Context: an optimization exercise on an open-source flow, tuned for small area. The choices shown serve that exercise and are no tape-out recipe.
Only simulation tests tie the RTL to the original design; equivalence was not proved.
Power and IR drop assume default switching activity.

==> flow/design.v (outline; a module is shown in full before it is edited, if it fits) <==
// module cpu: 1006 lines
module cpu(
    input clk,                           
    input RST,                           
    output [23:0] AB,                    
    output sync,                         
    input [7:0] DI,                      
    output reg [7:0] DO,                 
    output WE,                           
    input IRQ,                           
    input NMI,                           
    input RDY,                           
    input debug );
  // ...
==> flow/flow/run.sh <==
#!/bin/bash
# Own layout flow: the standard flow (standard.sh) with these changes in how
# the layout is made:
#  - synthesis maps the logic with an area-oriented ABC script (flow/abc_area.script)
#    instead of ORFS's; the registers are the standard synthesis's
#  - the repair_design after global placement may not use the large drive strengths
#    listed in flow/place_dont_use (later steps, CTS and timing repair, may)
#  - CTS clusters more sinks per buffer and inserts no dummy loads (flow/cts_args)
#  - the port buffers are the smallest buffer cell (flow/buffer_ports_args)
# Each tool's output is in the ORFS logs; make's own output is in standard_flow.log.
set -euo pipefail
W=$PWD
rm -rf "$W/own_scripts"
cp -r "$FLOW_HOME/scripts" "$W/own_scripts"
cp "$W/flow/abc_area.script" "$W/own_scripts/abc_area.script"
# placement repair_design: extra dont_use list
python3 - "$W/own_scripts/resize.tcl" "$W/flow/place_dont_use" <<'PY'
import sys
f, du = sys.argv[1], open(sys.argv[2]).read().split()
t = open(f).read()
old = "set_dont_use $::env(DONT_USE_CELLS)\n"
assert old in t
t = t.replace(old, old + "set_dont_use {%s}\n" % " ".join(du), 1)
open(f, "w").write(t)
PY
export SCRIPTS_DIR="$W/own_scripts"
export CTS_ARGS="$(cat "$W/flow/cts_args")"
export BUFFER_PORTS_ARGS="$(cat "$W/flow/buffer_ports_args")"
bash standard.sh > "$W/standard_flow.log" 2>&1
==> flow/flow/abc_area.script <==
strash
&get -n
&deepsyn -T 400
&put
strash
dch -f
amap
strash
dch -f
amap
strash
dch -f
amap
strash
dch -f
amap
strash
dch -f
amap
strash
dch -f
amap
topo
==> flow/flow/buffer_ports_args <==
-buffer_cell sky130_fd_sc_hd__buf_1
==> flow/flow/cts_args <==
-sink_clustering_enable -repair_clock_nets -dont_use_dummy_load -sink_clustering_size 25 -sink_clustering_max_diameter 100
==> flow/flow/place_dont_use <==
sky130_fd_sc_hd__*_4 sky130_fd_sc_hd__*_8 sky130_fd_sc_hd__*_12 sky130_fd_sc_hd__*_16 sky130_fd_sc_hd__buf_6
==> flow/standard.sh <==
#!/bin/bash
# synth_recipe.tcl (not shown) runs the flow's synth.tcl, then flattens the netlist and writes it again
# the make line also repeats each setting of config.mk as NAME=value (left out here)
make -C /OpenROAD-flow-scripts/flow DESIGN_CONFIG=/design/flow/config.mk WORK_HOME=/design/flow/orfs CLKGATE_MAP_FILE= SYNTH_SCRIPT=/design/flow/synth_recipe.tcl "${@:-finish}"
==> flow/config.mk <==
export PLATFORM = sky130hd
export DESIGN_NAME = cpu
export DESIGN_NICKNAME = cpu
export VERILOG_FILES = /design/flow/design.v
export SDC_FILE = /design/flow/constraint.sdc
export NUM_CORES = 4
export LEC_CHECK = 0
export ABC_AREA = 1
export CAP_MARGIN = 20
export CORE_MARGIN = 2
export CORE_UTILIZATION = 65
export GPL_TIMING_DRIVEN = 0
export SLEW_MARGIN = 20
==> flow/constraint.sdc <==
create_clock -name core_clock -period 14.0 [get_ports {clk}]
set_input_delay 2.8000 -clock core_clock [delete_from_list [all_inputs] [get_ports {clk}]]
set_output_delay 2.8000 -clock core_clock [all_outputs]
set_load 0.01 [all_outputs]
==> run summary, run 1 <==
Clock transition at path regs 0.11 ns; drt total wl 84600 um; main combinational cell family by area after synthesis compound AO/OA/AOI/OAI gates; most frequent cells in the layout 528 x edfxtp_1, 288 x nor2_1, 179 x clkinv_1; status finished clean; first-pass GRT wire length 124000 um; seq_cells 562; GR Util met1 0.569; Unique masters post-synth 50; I/O pin cnt 48; layout cells sized above 1 0.0851; Relative slew margins 0.116; Crit Path Category flip-flop to output port; Final Non-Filler Cells 2741; number of nets in the layout 2286; most common cell after layout, fill and taps aside edfxtp_1; GRT Resource Usage Total 0.412; Fin. Hold Viols 0; Multi-In Gates 1321; vias in the first global route 19.4k; WP buf/inv 12; dpl ws -0.771 ns; CTS root buf clkbuf_16; Seq area share 0.596; fill count 2607; Synth Area in XOR/XNOR 0; fraction of area in multi-input gates 0.306; TritonRoute pass-1 iters 10; fin util 0.720
==> run 2, diff against run 1 <==
--- a/flow/design.v
+++ b/flow/design.v
@@ -408,32 +408,32 @@
          8'h92: dec_c = { FLAG____, STA, SRC_A, DST__, ALU_REG , IZ, IDX0 };  
          8'h81: dec_c = { FLAG____, STA, SRC_A, DST__, ALU_REG , IX, IDX0 };  
          8'h95: dec_c = { FLAG____, STA, SRC_A, DST__, ALU_REG , IX, ZPG0 };  
          8'h91: dec_c = { FLAG____, STA, SRC_A, DST__, ALU_REG , IY, IDX0 };  
          8'h0A: dec_c = { FLAG____, LDA, SRC_A, DST_A, ALU_ASLA, IZ, SYNC };  
          8'h4A: dec_c = { FLAG____, LDA, SRC_A, DST_A, ALU_LSRA, IZ, SYNC };  
          8'h2A: dec_c = { FLAG____, LDA, SRC_A, DST_A, ALU_ROLA, IZ, SYNC };  
          8'h6A: dec_c = { FLAG____, LDA, SRC_A, DST_A, ALU_RORA, IZ, SYNC };  
-         8'h0E: dec_c = { FLAG____, RMW, SRC__, DST__, ALU_ASLM, IZ, (ABWDTH == 1'b1) ? ABWW : ABW0 };  
-         8'h1E: dec_c = { FLAG____, RMW, SRC__, DST__, ALU_ASLM, IX, (ABWDTH == 1'b1) ? ABWW : ABW0 };  
-         8'h06: dec_c = { FLAG____, RMW, SRC__, DST__, ALU_ASLM, IZ, ZPW0 };  
-         8'h16: dec_c = { FLAG____, RMW, SRC__, DST__, ALU_ASLM, IX, ZPW0 };  
-         8'h4E: dec_c = { FLAG____, RMW, SRC__, DST__, ALU_LSRM, IZ, (ABWDTH == 1'b1) ? ABWW : ABW0 };  
-         8'h5E: dec_c = { FLAG____, RMW, SRC__, DST__, ALU_LSRM, IX, (ABWDTH == 1'b1) ? ABWW : ABW0 };  
-         8'h46: dec_c = { FLAG____, RMW, SRC__, DST__, ALU_LSRM, IZ, ZPW0 };  
-         8'h56: dec_c = { FLAG____, RMW, SRC__, DST__, ALU_LSRM, IX, ZPW0 };  
-         8'h2E: dec_c = { FLAG____, RMW, SRC__, DST__, ALU_ROLM, IZ, (ABWDTH == 1'b1) ? ABWW : ABW0 };  
-         8'h3E: dec_c = { FLAG____, RMW, SRC__, DST__, ALU_ROLM, IX, (ABWDTH == 1'b1) ? ABWW : ABW0 };  
-         8'h26: dec_c = { FLAG____, RMW, SRC__, DST__, ALU_ROLM, IZ, ZPW0 };  
-         8'h36: dec_c = { FLAG____, RMW, SRC__, DST__, ALU_ROLM, IX, ZPW0 };  
-         8'h6E: dec_c = { FLAG____, RMW, SRC__, DST__, ALU_RORM, IZ, (ABWDTH == 1'b1) ? ABWW : ABW0 };  
-         8'h7E: dec_c = { FLAG____, RMW, SRC__, DST__, ALU_RORM, IX, (ABWDTH == 1'b1) ? ABWW : ABW0 };  
-         8'h66: dec_c = { FLAG____, RMW, SRC__, DST__, ALU_RORM, IZ, ZPW0 };  
-         8'h76: dec_c = { FLAG____, RMW, SRC__, DST__, ALU_RORM, IX, ZPW0 };  
+         8'h0E: dec_c = { FLAG____, RMW, SRC__, DST__, ALU_ASLM, IZ, (ABWDTH == 1'b1) ? ABSW : ABS0 };  
+         8'h1E: dec_c = { FLAG____, RMW, SRC__, DST__, ALU_ASLM, IX, (ABWDTH == 1'b1) ? ABSW : ABS0 };  
+         8'h06: dec_c = { FLAG____, RMW, SRC__, DST__, ALU_ASLM, IZ, ZPG0 };  
+         8'h16: dec_c = { FLAG____, RMW, SRC__, DST__, ALU_ASLM, IX, ZPG0 };  
+         8'h4E: dec_c = { FLAG____, RMW, SRC__, DST__, ALU_LSRM, IZ, (ABWDTH == 1'b1) ? ABSW : ABS0 };  
+         8'h5E: dec_c = { FLAG____, RMW, SRC__, DST__, ALU_LSRM, IX, (ABWDTH == 1'b1) ? ABSW : ABS0 };  
+         8'h46: dec_c = { FLAG____, RMW, SRC__, DST__, ALU_LSRM, IZ, ZPG0 };  
+         8'h56: dec_c = { FLAG____, RMW, SRC__, DST__, ALU_LSRM, IX, ZPG0 };  
+         8'h2E: dec_c = { FLAG____, RMW, SRC__, DST__, ALU_ROLM, IZ, (ABWDTH == 1'b1) ? ABSW : ABS0 };  
+         8'h3E: dec_c = { FLAG____, RMW, SRC__, DST__, ALU_ROLM, IX, (ABWDTH == 1'b1) ? ABSW : ABS0 };  
+         8'h26: dec_c = { FLAG____, RMW, SRC__, DST__, ALU_ROLM, IZ, ZPG0 };  
+         8'h36: dec_c = { FLAG____, RMW, SRC__, DST__, ALU_ROLM, IX, ZPG0 };  
+         8'h6E: dec_c = { FLAG____, RMW, SRC__, DST__, ALU_RORM, IZ, (ABWDTH == 1'b1) ? ABSW : ABS0 };  
+         8'h7E: dec_c = { FLAG____, RMW, SRC__, DST__, ALU_RORM, IX, (ABWDTH == 1'b1) ? ABSW : ABS0 };  
+         8'h66: dec_c = { FLAG____, RMW, SRC__, DST__, ALU_RORM, IZ, ZPG0 };  
+         8'h76: dec_c = { FLAG____, RMW, SRC__, DST__, ALU_RORM, IX, ZPG0 };  
          8'h90: dec_c = { FLAG____, NOP, SRC__, DST__, ALU_____, IZ, BRA0 };  
          8'hB0: dec_c = { FLAG____, NOP, SRC__, DST__, ALU_____, IZ, BRA0 };  
          8'hF0: dec_c = { FLAG____, NOP, SRC__, DST__, ALU_____, IZ, BRA0 };  
          8'h30: dec_c = { FLAG____, NOP, SRC__, DST__, ALU_____, IZ, BRA0 };  
          8'hD0: dec_c = { FLAG____, NOP, SRC__, DST__, ALU_____, IZ, BRA0 };  
          8'h10: dec_c = { FLAG____, NOP, SRC__, DST__, ALU_____, IZ, BRA0 };  
          8'h80: dec_c = { FLAG____, NOP, SRC__, DST__, ALU_____, IZ, BRA0 };  
          8'h50: dec_c = { FLAG____, NOP, SRC__, DST__, ALU_____, IZ, BRA0 };  
@@ -452,24 +452,24 @@
          8'h78: dec_c = { FLAG____, NOP, SRC__, DST__, ALU_____, IZ, SYNC };  
          8'hEA: dec_c = { FLAG____, NOP, SRC__, DST__, ALU_____, IZ, SYNC };  
          8'hEC: dec_c = { FLAG_CMP, NOP, SRC_X, DST__, ALU_CMP , IZ, (ABWDTH == 1'b1) ? ABSW : ABS0 };  
          8'hE0: dec_c = { FLAG_CMP, NOP, SRC_X, DST__, ALU_CMP , IZ, IMM0 };  
          8'hE4: dec_c = { FLAG_CMP, NOP, SRC_X, DST__, ALU_CMP , IZ, ZPG0 };  
          8'hCC: dec_c = { FLAG_CMP, NOP, SRC_Y, DST__, ALU_CMP , IZ, (ABWDTH == 1'b1) ? ABSW : ABS0 };  
          8'hC0: dec_c = { FLAG_CMP, NOP, SRC_Y, DST__, ALU_CMP , IZ, IMM0 };  
          8'hC4: dec_c = { FLAG_CMP, NOP, SRC_Y, DST__, ALU_CMP , IZ, ZPG0 };  
-         8'hCE: dec_c = { FLAG____, RMW, SRC__, DST__, ALU_DECM, IZ, (ABWDTH == 1'b1) ? ABWW : ABW0 };  
-         8'hDE: dec_c = { FLAG____, RMW, SRC__, DST__, ALU_DECM, IX, (ABWDTH == 1'b1) ? ABWW : ABW0 };  
-         8'hC6: dec_c = { FLAG____, RMW, SRC__, DST__, ALU_DECM, IZ, ZPW0 };  
-         8'hD6: dec_c = { FLAG____, RMW, SRC__, DST__, ALU_DECM, IX, ZPW0 };  
-         8'hEE: dec_c = { FLAG____, RMW, SRC__, DST__, ALU_INCM, IZ, (ABWDTH == 1'b1) ? ABWW : ABW0 };  
-         8'hFE: dec_c = { FLAG____, RMW, SRC__, DST__, ALU_INCM, IX, (ABWDTH == 1'b1) ? ABWW : ABW0 };  
-         8'hE6: dec_c = { FLAG____, RMW, SRC__, DST__, ALU_INCM, IZ, ZPW0 };  
-         8'hF6: dec_c = { FLAG____, RMW, SRC__, DST__, ALU_INCM, IX, ZPW0 };  
+         8'hCE: dec_c = { FLAG____, RMW, SRC__, DST__, ALU_DECM, IZ, (ABWDTH == 1'b1) ? ABSW : ABS0 };  
+         8'hDE: dec_c = { FLAG____, RMW, SRC__, DST__, ALU_DECM, IX, (ABWDTH == 1'b1) ? ABSW : ABS0 };  
+         8'hC6: dec_c = { FLAG____, RMW, SRC__, DST__, ALU_DECM, IZ, ZPG0 };  
+         8'hD6: dec_c = { FLAG____, RMW, SRC__, DST__, ALU_DECM, IX, ZPG0 };  
+         8'hEE: dec_c = { FLAG____, RMW, SRC__, DST__, ALU_INCM, IZ, (ABWDTH == 1'b1) ? ABSW : ABS0 };  
+         8'hFE: dec_c = { FLAG____, RMW, SRC__, DST__, ALU_INCM, IX, (ABWDTH == 1'b1) ? ABSW : ABS0 };  
+         8'hE6: dec_c = { FLAG____, RMW, SRC__, DST__, ALU_INCM, IZ, ZPG0 };  
+         8'hF6: dec_c = { FLAG____, RMW, SRC__, DST__, ALU_INCM, IX, ZPG0 };  
          8'h3A: dec_c = { FLAG____, LDA, SRC_A, DST_A, ALU_DECA, IZ, SYNC };  
          8'hCA: dec_c = { FLAG____, LDA, SRC_X, DST_X, ALU_DECA, IZ, SYNC };  
          8'h88: dec_c = { FLAG____, LDA, SRC_Y, DST_Y, ALU_DECA, IZ, SYNC };  
          8'h1A: dec_c = { FLAG____, LDA, SRC_A, DST_A, ALU_INCA, IZ, SYNC };  
          8'hE8: dec_c = { FLAG____, LDA, SRC_X, DST_X, ALU_INCA, IZ, SYNC };  
          8'hC8: dec_c = { FLAG____, LDA, SRC_Y, DST_Y, ALU_INCA, IZ, SYNC };  
          8'hAA: dec_c = { FLAG____, LDA, SRC_A, DST_X, ALU_REG , IZ, SYNC };  
          8'hA8: dec_c = { FLAG____, LDA, SRC_A, DST_Y, ALU_REG , IZ, SYNC };  
@@ -531,16 +531,17 @@
 end
 wire [18:0] control = dec_c[24:6];
 wire [1:0] ins_type = control[18:17];
 wire adc_sbc = (ins_type == FLAG_ADD);
 wire cmp     = (ins_type == FLAG_CMP);
 wire bit_isn = (ins_type == FLAG_BIT);
 wire store = control[16];
 wire load  = control[15];
+wire rmw = store & load;
 wire [1:0] reg_src = control[14:13];
 wire [1:0] reg_dst = control[12:11];
 wire [8:0] alu_op = control[10:2];
 wire [1:0] yx = control[1:0];
 wire shift = alu_op[8];
 wire clc = (OPC == 8'h18);
 wire sec = (OPC == 8'h38);
 wire cld = (OPC == 8'hD8);
@@ -633,32 +634,32 @@
          8'h92: dec_s = { FLAG____, STA, SRC_A, DST__, ALU_REG , IZ, IDX0 };  
          8'h81: dec_s = { FLAG____, STA, SRC_A, DST__, ALU_REG , IX, IDX0 };  
          8'h95: dec_s = { FLAG____, STA, SRC_A, DST__, ALU_REG , IX, ZPG0 };  
          8'h91: dec_s = { FLAG____, STA, SRC_A, DST__, ALU_REG , IY, IDX0 };  
          8'h0A: dec_s = { FLAG____, LDA, SRC_A, DST_A, ALU_ASLA, IZ, SYNC };  
          8'h4A: dec_s = { FLAG____, LDA, SRC_A, DST_A, ALU_LSRA, IZ, SYNC };  
          8'h2A: dec_s = { FLAG____, LDA, SRC_A, DST_A, ALU_ROLA, IZ, SYNC };  
          8'h6A: dec_s = { FLAG____, LDA, SRC_A, DST_A, ALU_RORA, IZ, SYNC };  
-         8'h0E: dec_s = { FLAG____, RMW, SRC__, DST__, ALU_ASLM, IZ, (ABWDTH == 1'b1) ? ABWW : ABW0 };  
-         8'h1E: dec_s = { FLAG____, RMW, SRC__, DST__, ALU_ASLM, IX, (ABWDTH == 1'b1) ? ABWW : ABW0 };  
-         8'h06: dec_s = { FLAG____, RMW, SRC__, DST__, ALU_ASLM, IZ, ZPW0 };  
-         8'h16: dec_s = { FLAG____, RMW, SRC__, DST__, ALU_ASLM, IX, ZPW0 };  
-         8'h4E: dec_s = { FLAG____, RMW, SRC__, DST__, ALU_LSRM, IZ, (ABWDTH == 1'b1) ? ABWW : ABW0 };  
-         8'h5E: dec_s = { FLAG____, RMW, SRC__, DST__, ALU_LSRM, IX, (ABWDTH == 1'b1) ? ABWW : ABW0 };  
-         8'h46: dec_s = { FLAG____, RMW, SRC__, DST__, ALU_LSRM, IZ, ZPW0 };  
-         8'h56: dec_s = { FLAG____, RMW, SRC__, DST__, ALU_LSRM, IX, ZPW0 };  
-         8'h2E: dec_s = { FLAG____, RMW, SRC__, DST__, ALU_ROLM, IZ, (ABWDTH == 1'b1) ? ABWW : ABW0 };  
-         8'h3E: dec_s = { FLAG____, RMW, SRC__, DST__, ALU_ROLM, IX, (ABWDTH == 1'b1) ? ABWW : ABW0 };  
-         8'h26: dec_s = { FLAG____, RMW, SRC__, DST__, ALU_ROLM, IZ, ZPW0 };  
-         8'h36: dec_s = { FLAG____, RMW, SRC__, DST__, ALU_ROLM, IX, ZPW0 };  
-         8'h6E: dec_s = { FLAG____, RMW, SRC__, DST__, ALU_RORM, IZ, (ABWDTH == 1'b1) ? ABWW : ABW0 };  
-         8'h7E: dec_s = { FLAG____, RMW, SRC__, DST__, ALU_RORM, IX, (ABWDTH == 1'b1) ? ABWW : ABW0 };  
-         8'h66: dec_s = { FLAG____, RMW, SRC__, DST__, ALU_RORM, IZ, ZPW0 };  
-         8'h76: dec_s = { FLAG____, RMW, SRC__, DST__, ALU_RORM, IX, ZPW0 };  
+         8'h0E: dec_s = { FLAG____, RMW, SRC__, DST__, ALU_ASLM, IZ, (ABWDTH == 1'b1) ? ABSW : ABS0 };  
+         8'h1E: dec_s = { FLAG____, RMW, SRC__, DST__, ALU_ASLM, IX, (ABWDTH == 1'b1) ? ABSW : ABS0 };  
+         8'h06: dec_s = { FLAG____, RMW, SRC__, DST__, ALU_ASLM, IZ, ZPG0 };  
+         8'h16: dec_s = { FLAG____, RMW, SRC__, DST__, ALU_ASLM, IX, ZPG0 };  
+         8'h4E: dec_s = { FLAG____, RMW, SRC__, DST__, ALU_LSRM, IZ, (ABWDTH == 1'b1) ? ABSW : ABS0 };  
+         8'h5E: dec_s = { FLAG____, RMW, SRC__, DST__, ALU_LSRM, IX, (ABWDTH == 1'b1) ? ABSW : ABS0 };  
+         8'h46: dec_s = { FLAG____, RMW, SRC__, DST__, ALU_LSRM, IZ, ZPG0 };  
+         8'h56: dec_s = { FLAG____, RMW, SRC__, DST__, ALU_LSRM, IX, ZPG0 };  
+         8'h2E: dec_s = { FLAG____, RMW, SRC__, DST__, ALU_ROLM, IZ, (ABWDTH == 1'b1) ? ABSW : ABS0 };  
+         8'h3E: dec_s = { FLAG____, RMW, SRC__, DST__, ALU_ROLM, IX, (ABWDTH == 1'b1) ? ABSW : ABS0 };  
+         8'h26: dec_s = { FLAG____, RMW, SRC__, DST__, ALU_ROLM, IZ, ZPG0 };  
+         8'h36: dec_s = { FLAG____, RMW, SRC__, DST__, ALU_ROLM, IX, ZPG0 };  
+         8'h6E: dec_s = { FLAG____, RMW, SRC__, DST__, ALU_RORM, IZ, (ABWDTH == 1'b1) ? ABSW : ABS0 };  
+         8'h7E: dec_s = { FLAG____, RMW, SRC__, DST__, ALU_RORM, IX, (ABWDTH == 1'b1) ? ABSW : ABS0 };  
+         8'h66: dec_s = { FLAG____, RMW, SRC__, DST__, ALU_RORM, IZ, ZPG0 };  
+         8'h76: dec_s = { FLAG____, RMW, SRC__, DST__, ALU_RORM, IX, ZPG0 };  
          8'h90: dec_s = { FLAG____, NOP, SRC__, DST__, ALU_____, IZ, BRA0 };  
          8'hB0: dec_s = { FLAG____, NOP, SRC__, DST__, ALU_____, IZ, BRA0 };  
          8'hF0: dec_s = { FLAG____, NOP, SRC__, DST__, ALU_____, IZ, BRA0 };  
          8'h30: dec_s = { FLAG____, NOP, SRC__, DST__, ALU_____, IZ, BRA0 };  
          8'hD0: dec_s = { FLAG____, NOP, SRC__, DST__, ALU_____, IZ, BRA0 };  
          8'h10: dec_s = { FLAG____, NOP, SRC__, DST__, ALU_____, IZ, BRA0 };  
          8'h80: dec_s = { FLAG____, NOP, SRC__, DST__, ALU_____, IZ, BRA0 };  
          8'h50: dec_s = { FLAG____, NOP, SRC__, DST__, ALU_____, IZ, BRA0 };  
@@ -677,24 +678,24 @@
          8'h78: dec_s = { FLAG____, NOP, SRC__, DST__, ALU_____, IZ, SYNC };  
          8'hEA: dec_s = { FLAG____, NOP, SRC__, DST__, ALU_____, IZ, SYNC };  
          8'hEC: dec_s = { FLAG_CMP, NOP, SRC_X, DST__, ALU_CMP , IZ, (ABWDTH == 1'b1) ? ABSW : ABS0 };  
          8'hE0: dec_s = { FLAG_CMP, NOP, SRC_X, DST__, ALU_CMP , IZ, IMM0 };  
          8'hE4: dec_s = { FLAG_CMP, NOP, SRC_X, DST__, ALU_CMP , IZ, ZPG0 };  
          8'hCC: dec_s = { FLAG_CMP, NOP, SRC_Y, DST__, ALU_CMP , IZ, (ABWDTH == 1'b1) ? ABSW : ABS0 };  
          8'hC0: dec_s = { FLAG_CMP, NOP, SRC_Y, DST__, ALU_CMP , IZ, IMM0 };  
          8'hC4: dec_s = { FLAG_CMP, NOP, SRC_Y, DST__, ALU_CMP , IZ, ZPG0 };  
-         8'hCE: dec_s = { FLAG____, RMW, SRC__, DST__, ALU_DECM, IZ, (ABWDTH == 1'b1) ? ABWW : ABW0 };  
-         8'hDE: dec_s = { FLAG____, RMW, SRC__, DST__, ALU_DECM, IX, (ABWDTH == 1'b1) ? ABWW : ABW0 };  
-         8'hC6: dec_s = { FLAG____, RMW, SRC__, DST__, ALU_DECM, IZ, ZPW0 };  
-         8'hD6: dec_s = { FLAG____, RMW, SRC__, DST__, ALU_DECM, IX, ZPW0 };  
-         8'hEE: dec_s = { FLAG____, RMW, SRC__, DST__, ALU_INCM, IZ, (ABWDTH == 1'b1) ? ABWW : ABW0 };  
-         8'hFE: dec_s = { FLAG____, RMW, SRC__, DST__, ALU_INCM, IX, (ABWDTH == 1'b1) ? ABWW : ABW0 };  
-         8'hE6: dec_s = { FLAG____, RMW, SRC__, DST__, ALU_INCM, IZ, ZPW0 };  
-         8'hF6: dec_s = { FLAG____, RMW, SRC__, DST__, ALU_INCM, IX, ZPW0 };  
+         8'hCE: dec_s = { FLAG____, RMW, SRC__, DST__, ALU_DECM, IZ, (ABWDTH == 1'b1) ? ABSW : ABS0 };  
+         8'hDE: dec_s = { FLAG____, RMW, SRC__, DST__, ALU_DECM, IX, (ABWDTH == 1'b1) ? ABSW : ABS0 };  
+         8'hC6: dec_s = { FLAG____, RMW, SRC__, DST__, ALU_DECM, IZ, ZPG0 };  
+         8'hD6: dec_s = { FLAG____, RMW, SRC__, DST__, ALU_DECM, IX, ZPG0 };  
+         8'hEE: dec_s = { FLAG____, RMW, SRC__, DST__, ALU_INCM, IZ, (ABWDTH == 1'b1) ? ABSW : ABS0 };  
+         8'hFE: dec_s = { FLAG____, RMW, SRC__, DST__, ALU_INCM, IX, (ABWDTH == 1'b1) ? ABSW : ABS0 };  
+         8'hE6: dec_s = { FLAG____, RMW, SRC__, DST__, ALU_INCM, IZ, ZPG0 };  
+         8'hF6: dec_s = { FLAG____, RMW, SRC__, DST__, ALU_INCM, IX, ZPG0 };  
          8'h3A: dec_s = { FLAG____, LDA, SRC_A, DST_A, ALU_DECA, IZ, SYNC };  
          8'hCA: dec_s = { FLAG____, LDA, SRC_X, DST_X, ALU_DECA, IZ, SYNC };  
          8'h88: dec_s = { FLAG____, LDA, SRC_Y, DST_Y, ALU_DECA, IZ, SYNC };  
          8'h1A: dec_s = { FLAG____, LDA, SRC_A, DST_A, ALU_INCA, IZ, SYNC };  
          8'hE8: dec_s = { FLAG____, LDA, SRC_X, DST_X, ALU_INCA, IZ, SYNC };  
          8'hC8: dec_s = { FLAG____, LDA, SRC_Y, DST_Y, ALU_INCA, IZ, SYNC };  
          8'hAA: dec_s = { FLAG____, LDA, SRC_A, DST_X, ALU_REG , IZ, SYNC };  
          8'hA8: dec_s = { FLAG____, LDA, SRC_A, DST_Y, ALU_REG , IZ, SYNC };  
@@ -791,19 +792,16 @@
     AB_SYNC = 10'b00_0_01_01_00_0,   
     AB_SLAG = 10'b10_0_01_01_00_1,   
     AB_TSTP = 10'b10_0_00_01_00_1;   
 always @* begin
     case( state )
        ABSW:                    bus_op = { S____, IDX___, DO____, DR_DI, WE___, AB_OPER };
        ABS0:                    bus_op = { S____, IDX___, DO____, DR_DI, WE___, AB_OPER };
        ABS1:                    bus_op = { S____, IDX_XY, DO_ALU, DR___, WE_ST, AB_ABSX };
-       ABWW:                    bus_op = { S____, IDX___, DO____, DR_DI, WE___, AB_OPER };
-       ABW0:                    bus_op = { S____, IDX___, DO____, DR_DI, WE___, AB_OPER };
-       ABW1:                    bus_op = { S____, IDX_XY, DO____, DR___, WE___, AB_ABSX };
        BRA0: if( cond & DI[7] ) bus_op = { S____, IDX___, DO____, DR___, WE___, AB_BACK };
              else if( cond )    bus_op = { S____, IDX___, DO____, DR___, WE___, AB_FWRD };
              else               bus_op = { S____, IDX___, DO____, DR___, WE___, AB_OPER };
        BRK0:                    bus_op = { S_DEC, IDX___, DO_PCH, DR___, WE_1_, AB_PUSH };
        BRK1:                    bus_op = { S_DEC, IDX___, DO_PCL, DR___, WE_1_, AB_PUSH };
        BRK2:                    bus_op = { S_DEC, IDX___, DO_PHP, DR___, WE_1_, AB_IRQV };
        BRK3:                    bus_op = { S____, IDX___, DO____, DR_DI, WE___, AB_OPER };
        BRK4:                    bus_op = { S____, IDX___, DO____, DR___, WE___, AB_OPER };
@@ -836,33 +834,29 @@
        RTSW:                    bus_op = { S_INC, IDX___, DO____, DR_DI, WE___, AB_PULL };
        RTS2: if( rti )          bus_op = { S____, IDX___, DO____, DR___, WE___, AB_JMP0 };
              else               bus_op = { S____, IDX___, DO____, DR___, WE___, AB_JMP1 };
        THRD:                    bus_op = { S____, IDX___, DO____, DR___, WE___, AB_TSTP };
        THP2:                    bus_op = { S____, IDX_X_, DO____, DR_DI, WE___, AB_OPER };
        THP1:                    bus_op = { S____, IDX_X_, DO____, DR_DI, WE___, AB_OPER };
        THP0:                    bus_op = { S____, IDX___, DO____, DR___, WE___, AB_THRD };
        ZPG0:                    bus_op = { S____, IDX_XY, DO_ALU, DR___, WE_ST, AB_ZPGX };
-       ZPW0:                    bus_op = { S____, IDX_XY, DO____, DR___, WE___, AB_ZPGX };
        SYNC: if( lag )          bus_op = { S____, IDX___, DO____, DR___, WE___, AB_SLAG };
              else               bus_op = { S____, IDX___, DO____, DR___, WE___, AB_SYNC };
        default:                 bus_op = { S____, IDX___, DO____, DR___, WE___, AB_OPER };
     endcase
 end
 always @(posedge clk)
     if( RST )
         state <= BRK4;
     else case( state )
         SYNC:  state <= init_state;
         ABSW:  state <= ABS0;
         ABS0:  state <= ABS1;
-        ABS1:  state <= DATA;
-        ABWW:  state <= ABW0;
-        ABW0:  state <= ABW1;
-        ABW1:  state <= RMW0;
+        ABS1:  state <= rmw ? RMW0 : DATA;
         BRA0:  state <= SYNC;
         BRK0:  state <= BRK1;
         BRK1:  state <= BRK2;
         BRK2:  state <= BRK3;
         BRK3:  state <= JMP0;
         BRK4:  state <= BRK3;
         DATA:  state <= SYNC;
         IDX0:  state <= IDX1;
@@ -887,18 +881,17 @@
         PLA0:  state <= SYNC;
         RMW0:  state <= RMW1;
         RMW1:  state <= SYNC;
         RTI0:  state <= RTS0;
         RTS0:  state <= ABW_Q ? RTSW : RTS1;
         RTSW:  state <= RTS1;
         RTS1:  state <= RTS2;
         RTS2:  state <= SYNC;
-        ZPG0:  state <= DATA;
-        ZPW0:  state <= RMW0;
+        ZPG0:  state <= rmw ? RMW0 : DATA;
         THRD:  state <= SYNC;
         THP2:  state <= THP1;
         THP1:  state <= THP0;
         THP0:  state <= SYNC;
         default:  state <= SYNC;
     endcase
 wire st_thrd = (state == THRD);
 wire st_thp0 = (state == THP0);
@@ -1005,44 +998,43 @@
             {alu_C, alu_out} = {alu_out, alu_si};
     else if( alu_op[7] )
         alu_out = DI;
 end
 reg [23:0] ab_hold;
 always @(posedge clk)
     if( ab_op[7] )
         ab_hold <= AB;
-wire [24:0] T_sum = radd(T, 24'h1, 1'b0);
-wire [3:0] T_p1 = T_sum[3:0];
+wire [3:0] T_p1 = {1'b0, T} + 4'd1;
 reg [23:0] base;
 always @* begin
     case( ab_op[4:3] )
        2'b00: base = {8'h00, 4'h0, T_p1, S_r};
        2'b01: base = PCT;
        2'b10: base = ABW_Q ? {DI, DR, D3} : {8'h00, DI, DR};      
        2'b11: base = ab_hold;
     endcase
 end
 wire abl_ci = ab_op[0];
 wire [7:0] abl_a = (ab_op[2:1] == 2'b11) ? XY : base[7:0];
 wire [7:0] abl_b = (ab_op[2:1] == 2'b01) ? XY :
                    ab_op[2]              ? DI : 8'h00;
-wire [24:0] abl_sum = radd(abl_a, abl_b, abl_ci);
+wire [8:0] abl_sum = abl_a + abl_b + abl_ci;
 wire [7:0] ABL = abl_sum[7:0];
 wire abh_ci = ab_op[9] & abl_sum[8];
 wire back = (ab_op[9:8] == 2'b11);
 wire abh_inc = (ab_op[9:8] == 2'b01) | (~back & abh_ci);
 wire abh_dec = back & ~abh_ci;
 wire [15:0] abh_all1 = pfx_and16(base[23:8]);
 wire [15:0] abh_all0 = pfx_and16(~base[23:8]);
 wire [15:0] abh_sum = base[23:8] ^ ((abh_all1 & {16{abh_inc}}) | (abh_all0 & {16{abh_dec}}));
 wire [7:0] ABH = abh_sum[7:0];
 wire [7:0] AB3 = abh_sum[15:8];
 assign AB = { AB3, ABH, ABL };
-assign WE = we_op[0] | (we_op[1] & store);
+assign WE = we_op[0] | (we_op[1] & store & ~load);   
 always @*
     case( do_op )
         DO_PHP: DO = php ? P : alu_out;
         DO_PCL: DO = PCT[7:0];
         DO_PCH: DO = PCT[15:8];
         DO_PC3: DO = PCT[23:16];
         default: DO = alu_out;
     endcase
==> flow/flow/abc_area.script (replaced) <==
strash
&get -n
&deepsyn -T 120
&put
strash
dch -f
amap
strash
dch -f
amap
strash
dch -f
amap
strash
dch -f
amap
strash
dch -f
amap
strash
dch -f
amap
topo
==> flow/flow/cts_args (replaced) <==
-sink_clustering_enable -repair_clock_nets -dont_use_dummy_load -sink_clustering_size 25 -sink_clustering_max_diameter 80
==> run summary, run 2 <==
routed vias/inst 7.46; ranking of synthesized cells by area edfxtp_1 62%, nor2_1 4.8%, a222oi_1 4.1%; Synth Area in XOR/XNOR 0 (unchanged); Synth Register Bits 562; Area Overhead vs Synth 8.67%; post-synthesis mux area share 0; main combinational cell family by area after synthesis compound AO/OA/AOI/OAI gates; Clock Path Buffers 3; Clock transition at path regs 0.09 ns (-0.02 ns); FFs w/ async S/R, synth 0; Routed Antenna Nets 0; wire length per cell 29.8 um; Largest stage delay, worst path 0.55 ns; Cells after Synth 2101; Starting Density 0.657; Cells after DPL 2725; most frequent cells in the layout 528 x edfxtp_1, 310 x nor2_1, 185 x nand2_1; Worst path slowest cell fa_1; power share of the combinational group 0.383; Design Power 6.05 mW; core area 38600 sq um; fmax 72.9 MHz; Clock Skew 0.0875 ns; I/O pin cnt 48 (unchanged); total CTS buffers 30; Synth Area in Adders 0.0289; GRT Resource Usage Total 0.401 (-0.0113); dominant synthesized flop cell edfxtp_1; Crit Path Max Fanout 13; Cell Area, Synth 25400 sq um; worst-skew pair later-pin latency 0.64 ns; Switching Share 0.397; Die ar. 40700 sq um; first-pass GRT wire length 121000 um (-2.1%); Relative slew margins 0.238 (+0.122); WP buf/inv 9 (-3); total number of vias 20.6k; CP arrival 10.91 ns; vias in the first global route 19.2k (-1.2%); initial drt markers 4118; sw power 2.40 mW; sequential element share of the synthesized area 0.651; Die X 202 um; Hold Buf Count CTS 0; post-synth top area share 0.624; leakage 8.98 nW; simple-gate area share of the yosys netlist 0.108; number of nets in the layout 2306 (+0.87%); Synth Area in Compound Gates 0.185; clock sinks 562; H-tree levels 1; fin util 0.714 (-0.00534); most common cell after layout, fill and taps aside edfxtp_1; die height 202 um; fin crit share 0.979; most frequent cell after synthesis edfxtp_1; setup TNS 0 ns; TritonRoute pass-1 iters 8 (-2); Antenna diodes 0; Cell Pwr Density 219 nW/um^2; Post-synth EDFFs 528; largest net degree at the start of global routing 36; Reg power frac 0.473; layout cells sized above 1 0.0674 (-0.0177); Final Non-Filler Cells 2759 (+0.66%); Synth area leader edfxtp_1; largest register by flop count th.pc; status finished clean; Worst-Margin Slew 1.14 ns; Clock Power Share 0.144; Unique masters post-synth 49 (-2.0%); initial antenna violation count 0; crit-path most repeated cell fa_1; internal power 3.65 mW; num rows 72; Syn Nets 2164; CTS tree built; CP endpoint kind output port; DRC viols 0; final number of setup-violating endpoints 0; CP top delay family adder cells; Crit Path Category flip-flop to output port; IO buf count 43; syn avg cell area 12.1 sq um; Period minus WS final 13.71 ns; fill count 2567 (-1.5%); Fin. Hold Viols 0 (unchanged); most frequent cells after synthesis 528 x edfxtp_1, 325 x nor2_1, 186 x clkinv_1; MaxCap Viol Count 0; CTS root buf clkbuf_16; Worst Hold Class flip-flop to flip-flop; max-slew violations 0; Worst EP required 11.20 ns; GPL Wtd Cong 0.989; HPWL Detailed 59300 um; peak supply drop 159 uV; Syn. warnings 1; Overflow after GRT 0; crit start category flip-flop; Largest register FFs 192; drt total wl 82200 um (-2.9%)
-- run 2: cell types whose count changed after synthesis, moves of 7 or more --
| cell | delta |
|---|---|
| nor2b_1 | -9 |
| nand2_1 | +23 |
| ha_1 | +7 |
| o22a_1 | +13 |
| a211oi_1 | +14 |
| nor2_1 | +15 |
| o22ai_1 | -15 |
| o21ai_0 | -10 |
| and3_1 | -7 |
| a21oi_1 | +14 |
-- run 2: tightest hold or removal path, delay by kind of cell, from the launching register on --
kind	cells	cell delay [ns]
DFF	1	0.31
and+or+nand+nor	1	0.10
AOI/OAI and AO/OA	1	0.05
-- run 2: final timing paths --
| check | from | end | slack, ns | depth (start not counted) |
|---|---|---|---|---|
| max reg2reg | T[1]$_SDFFE_PP0P_ | th[2].pc[23]$_DFFE_PP_ | 1.76 | 49 |
| max | T[1]$_SDFFE_PP0P_ | DO[6] | 0.29 | 35 |
| min | D3[0]$_SDFFE_PP1P_ | D3[0]$_SDFFE_PP1P_ | 0.50 | 2 |
| min reg2reg | D3[0]$_SDFFE_PP1P_ | D3[0]$_SDFFE_PP1P_ | 0.50 | 2 |
-- run 2: repair_timing --
| action | CTS | global route |
|---|---|---|
| endpoints found under the setup margin | 4 | 8 |
| resized for setup | 8 | 17 |
| pin swaps | 0 | 2 |
| endpoints found under the hold margin | 0 | 0 |
| setup buffers | 0 | 4 |
-- run 2: final cells by class --
type / count / area, sq um / share of cell area
Clock buffer: 30 / 751 / 0.0272
Tap cell: 518 / 648 / 0.0235
Timing Repair Buffer: 110 / 513 / 0.0186
Multi-Input combinational cell: 1353 / 8460 / 0.306
Inverter: 186 / 704 / 0.0255
Sequential cell: 562 / 16500 / 0.599
-- run 2: metrics by stage --
stage | hold WS (ns) | area, sq um | worst slack, ns
floorplan | 0.434 | 25400 | 1.95
global placement | 0.485 | 26200 | -2.60
detailed placement | 0.497 | 26700 | -0.320
CTS | 0.503 | 27500 | 0.0585
global route | 0.533 | 27600 | -0.0502
finish | 0.503 | 27600 | 0.289
-- run 2: cells by family after synthesis --
kind of cell	after synthesis
compound gates	649
flops	562
buf+inv	186
fa+ha+maj	49
simple gates	655
-- run 2: power groups by stage --
stage / combinational (mW) / sequential [mW] / clock [mW]
final: 2.32 / 2.86 / 0.869
after global routing: 2.47 / 2.91 / 0.913
after CTS: 2.20 / 2.86 / 0.863
after detailed placement: 2.18 / 2.89 / 0
after global placement: 2.09 / 2.87 / 0
after floorplan: 1.39 / 2.80 / 0
-- run 2: routing by layer --
layer	vias up	routed length [um]	share of wire	GRT usage
met4	0	4980	0.061	0.192
met5	-	0	0	0
met1	9783	28700	0.35	0.545
met3	345	11700	0.14	0.0933
li1	8609	-	-	-
met2	1835	36800	0.45	0.618

-- static timing again, ports no longer ideal --
How much do the figures lean on ideal ports? The routed layouts below were timed once more, with nothing changed but the port constraints.
Step 1 assumes that a clkbuf_16 drives the clock port and a buf_2 every other input.
Step 2 moves the port delays by t, midway between the first and last clock arrival at a register: inputs arrive t later, outputs are due t later. That takes back most of the time a late clock gives input paths.
a / b / c = ideal ports / drivers / drivers and shift; a / b = the first two.
| run | t, ns | setup slack, ns | worst data-port slew with drivers (ns) |
|---|---|---|---|
| run 1 | 0.621 | 0.428 / 0.370 / 0.990 | 0.05 |
| run 2 | 0.656 | 0.289 / 0.231 / 0.887 | 0.03 |
After both steps every run listed still meets setup and hold.
